From an optimization exercise on the open Yosys and OpenROAD flow, aimed at small area; shortcuts taken in it are not production practice.
Function was checked by simulation only, so behaviour that the tests miss may differ from the original.
No activity file was given, so power comes from the tool's default toggle rates.

**flow/config.mk**
```make
export PLATFORM = sky130hd
export DESIGN_NAME = CPU
export DESIGN_NICKNAME = CPU
export VERILOG_FILES = /design/flow/design.v
export SDC_FILE = /design/flow/constraint.sdc
export NUM_CORES = 4
export LEC_CHECK = 0
export CAP_MARGIN = 20
export CORE_MARGIN = 2
export CORE_UTILIZATION = 40
export CTS_CLUSTER_DIAMETER = 80
export CTS_CLUSTER_SIZE = 30
export SLEW_MARGIN = 20
export SYNTH_HIERARCHICAL = 1
```
**flow/constraint.sdc**
```tcl
create_clock -name core_clock -period 9.0 [get_ports {clk}]
set_input_delay 1.8000 -clock core_clock [delete_from_list [all_inputs] [get_ports {clk}]]
set_output_delay 1.8000 -clock core_clock [all_outputs]
set_load 0.01 [all_outputs]
```
**flow/design.v**
```verilog
module ALU (
    input      [31:0] a,
    input      [31:0] b,
    input             op_sub,
    input             op_add,
    input             op_slt,
    input             op_sltu,
    input             op_lx,
    input             op_la,
    input             op_sll,
    input             op_sr,
    input             op_sra,
    output     [31:0] res
);
    wire [31:0] bx = b ^ {32{op_sub}};
    wire [31:0] p  = a ^ bx;
    wire [31:0] g0 = a & bx;
    wire [31:0] g  = {g0[31:1], g0[0] | (p[0] & op_sub)};
    reg  [31:0] GG, PP;
    integer l, i, d;
    always @(*) begin
        GG = g; PP = p;
        for (l = 0; l < 5; l = l + 1) begin
            d = 1 << l;
            for (i = 0; i < 32; i = i + 1)
                if (((i + 1) % (2*d)) == 0) begin
                    GG[i] = GG[i] | (PP[i] & GG[i-d]);
                    PP[i] = PP[i] & PP[i-d];
                end
        end
        for (l = 3; l >= 0; l = l - 1) begin
            d = 1 << l;
            for (i = 0; i < 32; i = i + 1)
                if (((i + 1) % (2*d)) == d && i >= 2*d) begin
                    GG[i] = GG[i] | (PP[i] & GG[i-d]);
                    PP[i] = PP[i] & PP[i-d];
                end
        end
    end
    wire [31:0] s = p ^ {GG[30:0], op_sub};
    wire        ltu = ~GG[31];
    wire        lt  = (a[31] ^ b[31]) ? a[31] : ltu;
    wire [31:0] ar, sr, sl;
    genvar k;
    generate
        for (k = 0; k < 32; k = k + 1) begin : rv
            assign ar[k] = a[31 - k];
            assign sl[k] = sr[31 - k];
        end
    endgenerate
    wire [31:0] s0 = op_sll ? ar : a;
    wire        f  = op_sra & a[31] & ~op_sll;
    wire [31:0] s1 = b[0] ? {f, s0[31:1]} : s0;
    wire [31:0] s2 = b[1] ? {{2{f}}, s1[31:2]} : s1;
    wire [31:0] s3 = b[2] ? {{4{f}}, s2[31:4]} : s2;
    wire [31:0] s4 = b[3] ? {{8{f}}, s3[31:8]} : s3;
    assign      sr = b[4] ? {{16{f}}, s4[31:16]} : s4;
    wire [31:0] lg = (p & {32{op_lx}}) | (g0 & {32{op_la}});
    assign res = (s  & {32{op_add}})
               | (sr & {32{op_sr}})
               | (sl & {32{op_sll}})
               | lg
               | {31'h0, (lt & op_slt) | (ltu & op_sltu)};
endmodule
module DECODER (
    input      [31:0] inst,
    output reg        rf_we,
    output     [31:0] imm,
    output            a_rs1,     
    output            a_pc,      
    output            b_rs2,     
    output            op_sub,    
    output            op_add,
    output            op_slt,
    output            op_sltu,
    output            op_lx,     
    output            op_la,     
    output            op_sll,
    output            op_sr,
    output            op_sra
);
    wire [6:0] opc = inst[6:0];
    wire [2:0] f3  = inst[14:12];
    wire [6:0] f7  = inst[31:25];
    wire       u   = inst[2];             
    wire       r   = inst[5] & ~inst[2];  
    always @(*) begin
        rf_we = 1'b0;
        case (opc)
            7'b0110011: case (f3)
                3'b000, 3'b101: rf_we = (f7 == 7'b0000000) | (f7 == 7'b0100000);
                default:        rf_we = (f7 == 7'b0000000);
            endcase
            7'b0010011: case (f3)
                3'b001:  rf_we = (f7 == 7'b0000000);
                3'b101:  rf_we = (f7 == 7'b0000000) | (f7 == 7'b0100000);
                default: rf_we = 1'b1;
            endcase
            7'b0110111, 7'b0010111: rf_we = 1'b1;
            default: rf_we = 1'b0;
        endcase
    end
    assign imm   = u ? {inst[31:12], 12'h0} : {{20{inst[31]}}, inst[31:20]};
    assign a_rs1 = ~u;
    assign a_pc  = u & ~inst[5];
    assign b_rs2 = r;
    assign op_add  = u | (f3 == 3'b000);
    assign op_sub  = ~u & (((f3 == 3'b000) & r & inst[30]) | (f3 == 3'b010) | (f3 == 3'b011));
    assign op_slt  = ~u & (f3 == 3'b010);
    assign op_sltu = ~u & (f3 == 3'b011);
    assign op_lx   = ~u & ((f3 == 3'b100) | (f3 == 3'b110));
    assign op_la   = ~u & ((f3 == 3'b111) | (f3 == 3'b110));
    assign op_sll  = ~u & (f3 == 3'b001);
    assign op_sr   = ~u & (f3 == 3'b101);
    assign op_sra  = inst[30];
endmodule
module DEC5 (
    input      [4:0]  a,
    input             en,
    output     [31:0] y
);
    wire [3:0] hi;
    wire [7:0] lo;
    genvar i, j;
    generate
        for (i = 0; i < 4; i = i + 1) begin : h
            assign hi[i] = en & (a[4:3] == i);
        end
        for (i = 0; i < 8; i = i + 1) begin : l
            assign lo[i] = (a[2:0] == i);
        end
        for (i = 0; i < 4; i = i + 1) begin : y4
            for (j = 0; j < 8; j = j + 1) begin : y8
                assign y[8*i + j] = hi[i] & lo[j];
            end
        end
    endgenerate
endmodule
module PC (
    input               clk,
    input               rst,
    input               en,
    output reg [31:2]   cpc,
    output     [31:2]   pc
);
    assign pc = cpc + 30'd1;
    always @(posedge clk) begin
        if (rst)
            cpc <= 30'h000FFFFF;
        else if (en)
            cpc <= pc;
    end
endmodule
module AOI222 (input a0, s0, a1, s1, a2, s2, output y);
    assign y = ~((a0 & s0) | (a1 & s1) | (a2 & s2));
endmodule
module AOI22 (input a0, s0, a1, s1, output y);
    assign y = ~((a0 & s0) | (a1 & s1));
endmodule
module NAND2 (input a0, s0, output y);
    assign y = ~(a0 & s0);
endmodule
module NAND4 (input a, b, c, d, output y);
    assign y = ~(a & b & c & d);
endmodule
module NAND3 (input a, b, c, output y);
    assign y = ~(a & b & c);
endmodule
module OR3 (input a, b, c, output y);
    assign y = a | b | c;
endmodule
module RDBIT #(parameter ALT = 1) (
    input  [31:0] d,
    input  [31:0] s,
    output        y
);
    wire [10:0] l;
    genvar k;
    generate
        for (k = 0; k < 10; k = k + 1) begin : g
            AOI222 u (.a0(d[3*k+1]), .s0(s[3*k+1]), .a1(d[3*k+2]), .s1(s[3*k+2]),
                      .a2(d[3*k+3]), .s2(s[3*k+3]), .y(l[k]));
        end
        if (ALT) begin : a
            AOI22 u (.a0(d[31]), .s0(s[31]), .a1(d[0]), .s1(s[0]), .y(l[10]));
        end else begin : n
            NAND2 u (.a0(d[31]), .s0(s[31]), .y(l[10]));
        end
    endgenerate
    wire h0, h1, h2;
    NAND4 c0 (.a(l[0]), .b(l[1]), .c(l[2]), .d(l[3]), .y(h0));
    NAND4 c1 (.a(l[4]), .b(l[5]), .c(l[6]), .d(l[7]), .y(h1));
    NAND3 c2 (.a(l[8]), .b(l[9]), .c(l[10]), .y(h2));
    OR3   c3 (.a(h0), .b(h1), .c(h2), .y(y));
endmodule
module MUX #(parameter ALT = 1) (
    input  [32*32-1:0] regs,
    input  [31:0]      sel,
    output [31:0]      rd
);
    genvar j, i;
    generate
        for (j = 0; j < 32; j = j + 1) begin : b
            wire [31:0] col;
            for (i = 0; i < 32; i = i + 1) begin : c
                assign col[i] = regs[32*i + j];
            end
            RDBIT #(.ALT(ALT)) u (.d(col), .s(sel), .y(rd[j]));
        end
    endgenerate
endmodule
module REG_FILE (
    input               clk,
    input      [31:0]   sel0,      
    input      [31:0]   alt0,
    input      [31:0]   sel1,
    input      [31:0]   alt1,
    input      [31:0]   wsel,      
    input      [31:0]   wd,
    output     [31:0]   rd0,
    output     [31:0]   rd1,
    input      [31:0]   dsel,      
    output     [31:0]   dbg_rd
);
    reg  [31:0]      x [1:31];
    wire [32*32-1:0] r0, r1;
    assign r0[31:0] = alt0;
    assign r1[31:0] = alt1;
    genvar g;
    generate
        for (g = 1; g < 32; g = g + 1) begin : w
            assign r0[32*g +: 32] = x[g];
            assign r1[32*g +: 32] = x[g];
            always @(posedge clk)
                if (wsel[g])
                    x[g] <= wd;
        end
    endgenerate
    MUX #(.ALT(1)) p0 (.regs(r0), .sel(sel0), .rd(rd0));
    MUX #(.ALT(1)) p1 (.regs(r1), .sel(sel1), .rd(rd1));
    MUX #(.ALT(0)) pd (.regs(r1), .sel(dsel), .rd(dbg_rd));
endmodule
module CPU (
    input                   [ 0 : 0]            clk,
    input                   [ 0 : 0]            rst,
    input                   [ 0 : 0]            global_en,
    output                  [31 : 0]            imem_raddr,
    input                   [31 : 0]            imem_rdata,
    input                   [31 : 0]            dmem_rdata,
    output                  [ 0 : 0]            dmem_we,
    output                  [31 : 0]            dmem_addr,
    output                  [31 : 0]            dmem_wdata,
    output                  [ 0 : 0]            commit,
    output                  [31 : 0]            commit_pc,
    output                  [31 : 0]            commit_inst,
    output                  [ 0 : 0]            commit_halt,
    output                  [ 0 : 0]            commit_reg_we,
    output                  [ 4 : 0]            commit_reg_wa,
    output                  [31 : 0]            commit_reg_wd,
    output                  [ 0 : 0]            commit_dmem_we,
    output                  [31 : 0]            commit_dmem_wa,
    output                  [31 : 0]            commit_dmem_wd,
    input                   [ 4 : 0]            debug_reg_ra,
    output                  [31 : 0]            debug_reg_rd
);
    wire [31:0] inst = imem_rdata;
    wire [31:2] cpc;
    wire [31:2] pc;
    PC pc_u (.clk(clk), .rst(rst), .en(global_en), .cpc(cpc), .pc(pc));
    assign imem_raddr = {pc, 2'b00};
    wire        rf_we;
    wire [31:0] imm;
    wire        a_rs1, a_pc, b_rs2;
    wire        op_sub, op_add, op_slt, op_sltu, op_lx, op_la, op_sll, op_sr, op_sra;
    DECODER dec (
        .inst(inst), .rf_we(rf_we), .imm(imm),
        .a_rs1(a_rs1), .a_pc(a_pc), .b_rs2(b_rs2),
        .op_sub(op_sub), .op_add(op_add), .op_slt(op_slt), .op_sltu(op_sltu),
        .op_lx(op_lx), .op_la(op_la),
        .op_sll(op_sll), .op_sr(op_sr), .op_sra(op_sra)
    );
    wire        wen = rf_we & global_en & ~rst;
    wire [31:0] sel0, sel1, wsel, dsel;
    DEC5 d0 (.a(inst[19:15]), .en(a_rs1), .y(sel0));
    DEC5 d1 (.a(inst[24:20]), .en(b_rs2), .y(sel1));
    DEC5 dw (.a(inst[11:7]),  .en(wen),   .y(wsel));
    DEC5 dd (.a(debug_reg_ra), .en(1'b1), .y(dsel));
    wire [31:0] src_a, src_b, alu_res;
    REG_FILE rf (
        .clk(clk),
        .sel0({sel0[31:1], a_pc}),   .alt0({pc, 2'b00}),
        .sel1({sel1[31:1], ~b_rs2}), .alt1(imm),
        .wsel(wsel), .wd(alu_res),
        .rd0(src_a), .rd1(src_b),
        .dsel(dsel), .dbg_rd(debug_reg_rd)
    );
    ALU alu (
        .a(src_a), .b(src_b),
        .op_sub(op_sub), .op_add(op_add), .op_slt(op_slt), .op_sltu(op_sltu),
        .op_lx(op_lx), .op_la(op_la),
        .op_sll(op_sll), .op_sr(op_sr), .op_sra(op_sra),
        .res(alu_res)
    );
    reg        commit_r;
    reg [31:0] cinst_r;
    reg [31:0] cwd_r;
    reg        cwe_r;
    always @(posedge clk) begin
        commit_r <= global_en & ~rst;
        cinst_r  <= inst;
        cwd_r    <= alu_res;
        cwe_r    <= rf_we;
    end
    assign commit         = commit_r;
    assign commit_pc      = {cpc, 2'b00};
    assign commit_inst    = cinst_r;
    assign commit_halt    = (cinst_r == 32'h00100073);
    assign commit_reg_we  = cwe_r;
    assign commit_reg_wa  = cinst_r[11:7];
    assign commit_reg_wd  = cwd_r;
    assign dmem_we        = 1'b0;
    assign dmem_addr      = 32'h0;
    assign dmem_wdata     = 32'h0;
    assign commit_dmem_we = 1'b0;
    assign commit_dmem_wa = 32'h0;
    assign commit_dmem_wd = 32'h0;
endmodule
```
**flow/run.sh**
```bash
#!/bin/bash
# synth_recipe.tcl (not shown) runs the flow's synth.tcl, then flattens the netlist and writes it again
# the make line also repeats each setting of config.mk as NAME=value (left out here)
make -C /OpenROAD-flow-scripts/flow DESIGN_CONFIG=/design/flow/config.mk WORK_HOME=/design/flow/orfs CLKGATE_MAP_FILE= SYNTH_SCRIPT=/design/flow/synth_recipe.tcl finish
```
==> metrics.md, run 1 <==
| Metric | Value |
|---|---|
| Lkg Pwr | `21.2 nW` |
| CTS Buf Count | `59` |
| Most frequent cells in the layout | `992 x edfxtp_1, 978 x a222oi_1, 365 x buf_4` |
| Vias | `48,700` |
| Worst relative slew slack | `17.0%` |
| Post-Layout Inst Area | `63,700 µm²` |
| CTS sink cnt | `1,088` |
| Core area | `132,000 µm²` |
| Sequential Power Share | `47.7%` |
| Pwr Density | `205 nW/µm²` |
| RSZ-0062 raised after global routing | `false` |
| Fillers | `11,500` |
| Max rail drop VDD | `0.209 mV` |
| Worst EP required | `9.50 ns` |
| Final core occ | `48.4%` |
| Max Freq | `124 MHz` |
| Clk root buf | `clkbuf_16` |
| Routed len/inst | `41.8 µm` |
| # nets final | `4,531` |
| Crit-path max FO | `32` |
| GR Util All Layers | `36.6%` |
| Net Sw Frac | `33.5%` |
| Post-CTS Setup Bufs | `0` |
| RR Startpoint | `pc_u.cpc[4]$_SDFFE_PP1P_` |
| R2r setup slk | `2.39 ns` |
| DIE WIDTH | `369 µm` |
| Clock transition at path regs | `0.11 ns` |
| Number of hold buffers added after CTS | `0` |
| Combinational share of power | `26.1%` |
| Multi-input gate area | `21,100 µm²` |
| Vias in the first global route | `43,900` |
| Clock Path Buffers | `3` |
| Final setup viols | `0` |
| R2R Path End | `rf.x[30][30]$_DFFE_PP_` |
| Slew @ Worst Pin | `1.24 ns` |
| Detailed-route DRC error count | `0` |
| Cell Area, Placed | `61,500 µm²` |
| ANT nets after route | `0` |
| Skew final | `0.0851 ns` |
| Final min period | `8.10 ns` |
| Syn Area/Cell | `14.0 µm²` |
| Drt pass-1 iters | `17` |
| Congestion Overflow GR | `0` |
| HP Start | `pc_u.cpc[28]$_SDFFE_PP0P_` |
| DRT Wirelength | `261 mm` |
| Place WS | `0.363 ns` |
| TritonCTS clock tree | `built` |
| Share of cells above drive strength 1 | `18.0%` |
| First-pass GRT wire length | `350 mm` |
| GP Congestion | `1.03` |
| Worst setup margin | `0.904 ns` |
| DP HPWL | `174 mm` |
| Cells after synthesis | `3,793` |
| CP Data Arrival Time | `8.60 ns` |
| Flip-flop and latch area | `31,700 µm²` |
| Crit path capture type | `register` |
| Max Cap Viol | `0` |
| Max-slew violation count | `0` |
| Final hold violations | `0` |
| Yosys warnings | `12` |
| Die Height | `369 µm` |
| Commonest non-fill, non-tap cell in the layout | `edfxtp_1` |
| R2R depth | `22` |
| Initial antenna violation count | `48` |
| Area of the die | `136,000 µm²` |
| Final period util | `90.0%` |
| Internal power | `0.00868 W` |
| CTS resizes | `0` |
| Port Buffers | `203` |
| Clock H-tree levels | `2` |
| HP Class | `register to register` |
| Mapped Area | `53,300 µm²` |
| DRT iter0 DRCs | `15,300` |
| Clk network pwr share | `26.1%` |
| Worst Setup Path Type | `input port to register` |
| Crit path launch type | `input port` |
| Floorplan row count | `133` |
| Starting Density | `40.4%` |
| Area delta synth->final | `19.6%` |
| Hold path endpoint | `pc_u.cpc[28]$_SDFFE_PP0P_` |
| Via/cell ratio | `7.82` |
| Outcome | `complete, no violations` |
| P_sw | `0.00437 W` |
| Io pins | `370` |
| Cell depth of the worst min-delay path | `2` |
| Clock latency at the later pin of the worst-skew pair | `0.82 ns` |
| Setup tns final | `0 ns` |
| Largest net degree at the start of global routing | `46` |
-- power groups by stage --
stage	clock [W]	sequential, W	combinational (W)
after floorplan	0	0.00639	0.00139
after global placement	0	0.00635	0.00324
after detailed placement	0	0.00634	0.00327
after CTS	0.00343	0.00623	0.00328
after global routing	0.00360	0.00624	0.00351
final	0.00341	0.00623	0.00341
-- how the worst max path moves through the flow --
stage | start | endpoint | slack [ns] | cells past startpoint
floorplan | imem_rdata[2] | rf.x[10][31]$_DFFE_PP_ | 0.28 | 24
global placement | imem_rdata[16] | rf.x[24][14]$_DFFE_PP_ | 0.46 | 22
detailed placement | imem_rdata[16] | rf.x[13][14]$_DFFE_PP_ | 0.36 | 22
CTS | imem_rdata[16] | rf.x[25][14]$_DFFE_PP_ | 1.14 | 22
global route | imem_rdata[22] | rf.x[30][30]$_DFFE_PP_ | 0.81 | 25
finish | imem_rdata[16] | rf.x[24][14]$_DFFE_PP_ | 0.90 | 22
-- flip-flops by register name, indices dropped and copies added, names as in the netlist --
name	cells
rf.x	992
commit_r	1
cwe_r	1
pc_u.cpc	30
cinst_r	32
cwd_r	32
-- through the flow --
stage          hold slack (ns)  cells  power [W]
2_1_floorplan            0.544   3935    0.00778
3_3_place_gp             0.529   6100    0.00959
3_5_place_dp             0.540   6104    0.00961
4_1_cts                  0.557   6213     0.0129
5_1_grt                  0.627   6215     0.0133
6_report                 0.557   6230     0.0131
-- area by class of cell --
cell class | instances | area share [%]
diodes | 17 | 0.0667
clock buffers | 66 | 2.39
clock inverters | 43 | 1.10
inverters | 54 | 0.318
multi-input cells | 2566 | 33.1
flip-flops and latches | 1088 | 49.8
well taps | 1755 | 3.45
repair buffers | 641 | 9.82
-- layer usage --
| layer | up-vias | GRT usage [%] | part of all wire [%] | routed length [µm] |
|---|---|---|---|---|
| li1 | 18800 | - | - | - |
| met1 | 23800 | 45.9 | 33 | 86600 |
| met2 | 5144 | 51.8 | 41 | 106000 |
| met3 | 962 | 15.6 | 18 | 46800 |
| met4 | 40 | 22.6 | 8.0 | 20700 |
| met5 | - | 0.107 | 0.10 | 260 |
-- critical path, cell delays in order --
cell and delay [ns]:
clkdlybuf4s50_1 0.87, nand4bb_1 0.41, nor2_2 0.26, buf_12 0.25, a222oi_1 0.39, nand4_1 0.24, or3_1 0.56, mux2_2 0.35
fa_1 0.41, a211oi_1 0.22, buf_4 0.17, o211ai_1 0.10, a21oi_1 0.38, nand2b_1 0.20, nand2b_1 0.06, a21oi_1 0.21
inv_1 0.09, fa_1 0.43, a222oi_1 0.43, o221ai_1 0.19, a211o_1 0.33, buf_12 0.18
==> inputs of run 2 (changes only) <==
--- a/flow/design.v
+++ b/flow/design.v
@@ -143,13 +143,25 @@
     output reg [31:2]   cpc,
     output     [31:2]   pc
 );
-    assign pc = cpc + 30'd1;
-    always @(posedge clk) begin
-        if (rst)
-            cpc <= 30'h000FFFFF;
-        else if (en)
-            cpc <= pc;
-    end
+    wire [29:0] q = cpc;
+    wire [30:0] c;           
+    assign c[0] = 1'b1;
+    genvar i;
+    generate
+        for (i = 0; i < 30; i = i + 1) begin : b
+            if (i % 4 == 0)
+                assign c[i+1] = c[i] & q[i];
+            else
+                assign c[i+1] = c[i - (i % 4)] & (&q[i:i - (i % 4)]);
+        end
+    endgenerate
+    assign pc = q ^ c[29:0];
+    wire [29:0] C = 30'h000FFFFF;
+    wire        le = rst | en;
+    wire [29:0] d = rst ? C : pc;
+    always @(posedge clk)
+        if (le)
+            cpc <= d;
 endmodule
 module AOI222 (input a0, s0, a1, s1, a2, s2, output y);
     assign y = ~((a0 & s0) | (a1 & s1) | (a2 & s2));
--- a/flow/config.mk
+++ b/flow/config.mk
@@ -6,9 +6,10 @@
 export NUM_CORES = 4
 export LEC_CHECK = 0
 export CAP_MARGIN = 20
+export CELL_PAD_IN_SITES_DETAIL_PLACEMENT = 1
 export CORE_MARGIN = 2
 export CORE_UTILIZATION = 40
-export CTS_CLUSTER_DIAMETER = 80
+export CTS_CLUSTER_DIAMETER = 70
 export CTS_CLUSTER_SIZE = 30
 export SLEW_MARGIN = 20
 export SYNTH_HIERARCHICAL = 1
==> metrics.md, run 2 <==
| Metric | Value |
|---|---|
| Cells after synthesis | `3,673 (-3.2%)` |
| Lkg Pwr | `20.9 nW (-1.7%)` |
| Skew final | `0.0928 ns (+0.00772 ns)` |
| R2R depth | `26 (+18%)` |
| DIE WIDTH | `368 µm (-0.21%)` |
| TritonCTS clock tree | `built` |
| Pwr Density | `211 nW/µm² (+2.9%)` |
| Clock latency at the later pin of the worst-skew pair | `0.78 ns (-0.04 ns)` |
| Number of hold buffers added after CTS | `0 (unchanged)` |
| Final min period | `8.64 ns (+0.546 ns)` |
| Clock Path Buffers | `3 (unchanged)` |
| Syn Area/Cell | `14.4 µm² (+2.8%)` |
| Slew @ Worst Pin | `1.22 ns (-0.0226 ns)` |
| Mapped Area | `53,100 µm² (-0.42%)` |
| CP Data Arrival Time | `9.06 ns (+0.46 ns)` |
| Critical path's slowest cell | `nor2_2` |
| GR Util All Layers | `38.1% (+1.6 points)` |
| RSZ-0062 raised after global routing | `false` |
| Post-CTS Setup Bufs | `0 (unchanged)` |
| Biggest regs | `rf.x (992), cinst_r (32), cwd_r (32)` |
| Most frequent cells in the layout | `1,022 x edfxtp_1, 972 x a222oi_1, 292 x buf_4` |
| Vias | `49,300 (+1.2%)` |
| Final hold violations | `0 (unchanged)` |
| Crit path from | `imem_rdata[5]` |
| Max-slew violation count | `0 (unchanged)` |
| Congestion Overflow GR | `0 (unchanged)` |
| P_sw | `0.00439 W (+0.46%)` |
| Cell Area, Placed | `60,300 µm² (-1.9%)` |
| HP Start | `pc_u.cpc[2]$_SDFFCE_PP1P_` |
| Io pins | `370 (unchanged)` |
| Final period util | `96.0% (+6.1 points)` |
| Detailed-route DRC error count | `0 (unchanged)` |
| Yosys warnings | `12 (unchanged)` |
| RR Startpoint | `pc_u.cpc[2]$_SDFFCE_PP1P_` |
| Inst Count DP | `5,892 (-3.5%)` |
| CTS Buf Count | `81 (+37%)` |
| Crit-path max FO | `32 (unchanged)` |
| Floorplan row count | `133 (unchanged)` |
| DP HPWL | `182 mm (+4.2%)` |
| Clock H-tree levels | `3 (+1)` |
| CTS resizes | `0 (unchanged)` |
| R2r setup slk | `2.46 ns (+0.07 ns)` |
| Final core occ | `48.2% (-0.11 points)` |
| Max reg flops | `992 (unchanged)` |
| Port Buffers | `203 (unchanged)` |
| Share of cells above drive strength 1 | `18.2% (+0.17 points)` |
| Die Height | `368 µm (-0.21%)` |
| Commonest non-fill, non-tap cell in the layout | `edfxtp_1` |
| CTS sink cnt | `1,088 (unchanged)` |
| First-pass GRT wire length | `368 mm (+5.1%)` |
| Worst relative slew slack | `18.4% (+1.4 points)` |
| Starting Density | `40.3% (-0.12 points)` |
| Cell depth of the worst min-delay path | `1 (-1)` |
| Max rail drop VDD | `0.199 mV (-4.9%)` |
| Top reg by flops | `rf.x` |
| Sequential Power Share | `46.2% (-1.5 points)` |
| Max Freq | `116 MHz (-6.3%)` |
| Max Cap Viol | `0 (unchanged)` |
| Worst Setup Path Type | `input port to register` |
| Clk network pwr share | `31.9% (+5.8 points)` |
| Post-Layout Inst Area | `63,500 µm² (-0.36%)` |
| Clock transition at path regs | `0.09 ns (-0.02 ns)` |
| Vias in the first global route | `46,600 (+6.1%)` |
| Routed len/inst | `44.4 µm (+6.2%)` |
| Critical path cell sequence | `clkdlybuf4s50_1 -> inv_1 -> nor2_1 -> nand4b_1 -> nor2_2 -> a222oi_1 -> nand4_1 -> or3_2 -> mux2_2 -> fa_1 -> a211oi_1 -> buf_4 -> o211ai_1 -> a21oi_1 -> buf_4 -> nand2b_1 -> nand2b_1 -> a21oi_1 -> inv_1 -> fa_1 -> a222oi_1 -> o221a_2 -> o221ai_4 -> buf_12` |
| HP Class | `register to register` |
| Crit path capture type | `register` |
| Final setup viols | `0 (unchanged)` |
| Clk root buf | `clkbuf_16` |
| Via/cell ratio | `8.14 (+4.0%)` |
| Area delta synth->final | `19.7% (about the same)` |
| Initial antenna violation count | `42 (-13%)` |
| DRT Wirelength | `269 mm (+3.4%)` |
| GP Congestion | `1.03 (+0.51%)` |
| Combinational share of power | `21.9% (-4.2 points)` |
| Core area | `132,000 µm² (-0.13%)` |
| Worst EP required | `9.42 ns (-0.08 ns)` |
| Area of the die | `136,000 µm² (-0.42%)` |
| Place WS | `0.0363 ns (-0.327 ns)` |
| Worst setup margin | `0.358 ns (-0.546 ns)` |
| DRT iter0 DRCs | `15,200 (-0.75%)` |
| Largest net degree at the start of global routing | `54 (+17%)` |
| Drt pass-1 iters | `17 (unchanged)` |
| Net Sw Frac | `32.8% (-0.68 points)` |
| Outcome | `complete, no violations` |
| Crit path launch type | `input port` |
| Non-Filler Instances | `6,065 (-2.6%)` |
| ANT nets after route | `0 (unchanged)` |
| # nets final | `4,351 (-4.0%)` |
| Delay of the slowest critical-path stage | `0.97 ns (+0.10 ns)` |
| Internal power | `0.00900 W (+3.6%)` |
==> run 2: worst paths after layout <==
| check | to |
|---|---|
| max | rf.x[28][14]$_DFFE_PP_ |
| min | pc_u.cpc[2]$_SDFFCE_PP1P_ |
| max reg2reg | rf.x[11][22]$_DFFE_PP_ |
| min reg2reg | pc_u.cpc[2]$_SDFFCE_PP1P_ |
==> run 2: per-layer routing <==
metal	global-route usage (%)	up-vias	wire, µm
li1	-	18300	-
met2	54.6	5506	110000
met4	23.6	26	22500
met5	0	-	181
met1	47.1	24400	88000
met3	16.7	1167	48600
==> run 2: final cells by class <==
type,instances,area (µm²)
Sequential cell,1088,32000
Inverter,42,158
Multi-Input combinational cell,2474,21000
Timing Repair Buffer,535,5020
Clock buffer,82,2030
Clock inverter,68,1080
Antenna cell,21,52.6
Tap cell,1755,2200
Fill cell,13000,68100
==> run 2: per-stage QoR <==
stage,hold slack [ns],power [W],TNS [ns]
floorplan,0.641,0.00752,0
global placement,0.633,0.00901,-37.12
detailed placement,0.634,0.00907,0
CTS,0.653,0.0132,0
global route,0.702,0.0136,0
finish,0.652,0.0134,0
==> run 2: worst max-delay path: cells and delay by family <==
| family | cells | cell delay (ns) |
|---|---|---|
| fa+ha+maj | 2 | 0.89 |
| buf+inv | 6 | 1.32 |
| compound gates | 8 | 1.81 |
| simple gates | 7 | 2.80 |
| mux | 1 | 0.38 |
==> run 2: power groups by stage <==
| stage | Combinational [W] | Clock [W] | Sequential, W |
|---|---|---|---|
| floorplan | 0.00117 | 0 | 0.00635 |
| global placement | 0.00271 | 0 | 0.00630 |
| detailed placement | 0.00277 | 0 | 0.00630 |
| CTS | 0.00278 | 0.00428 | 0.00619 |
| global route | 0.00299 | 0.00444 | 0.00619 |
| finish | 0.00294 | 0.00427 | 0.00618 |
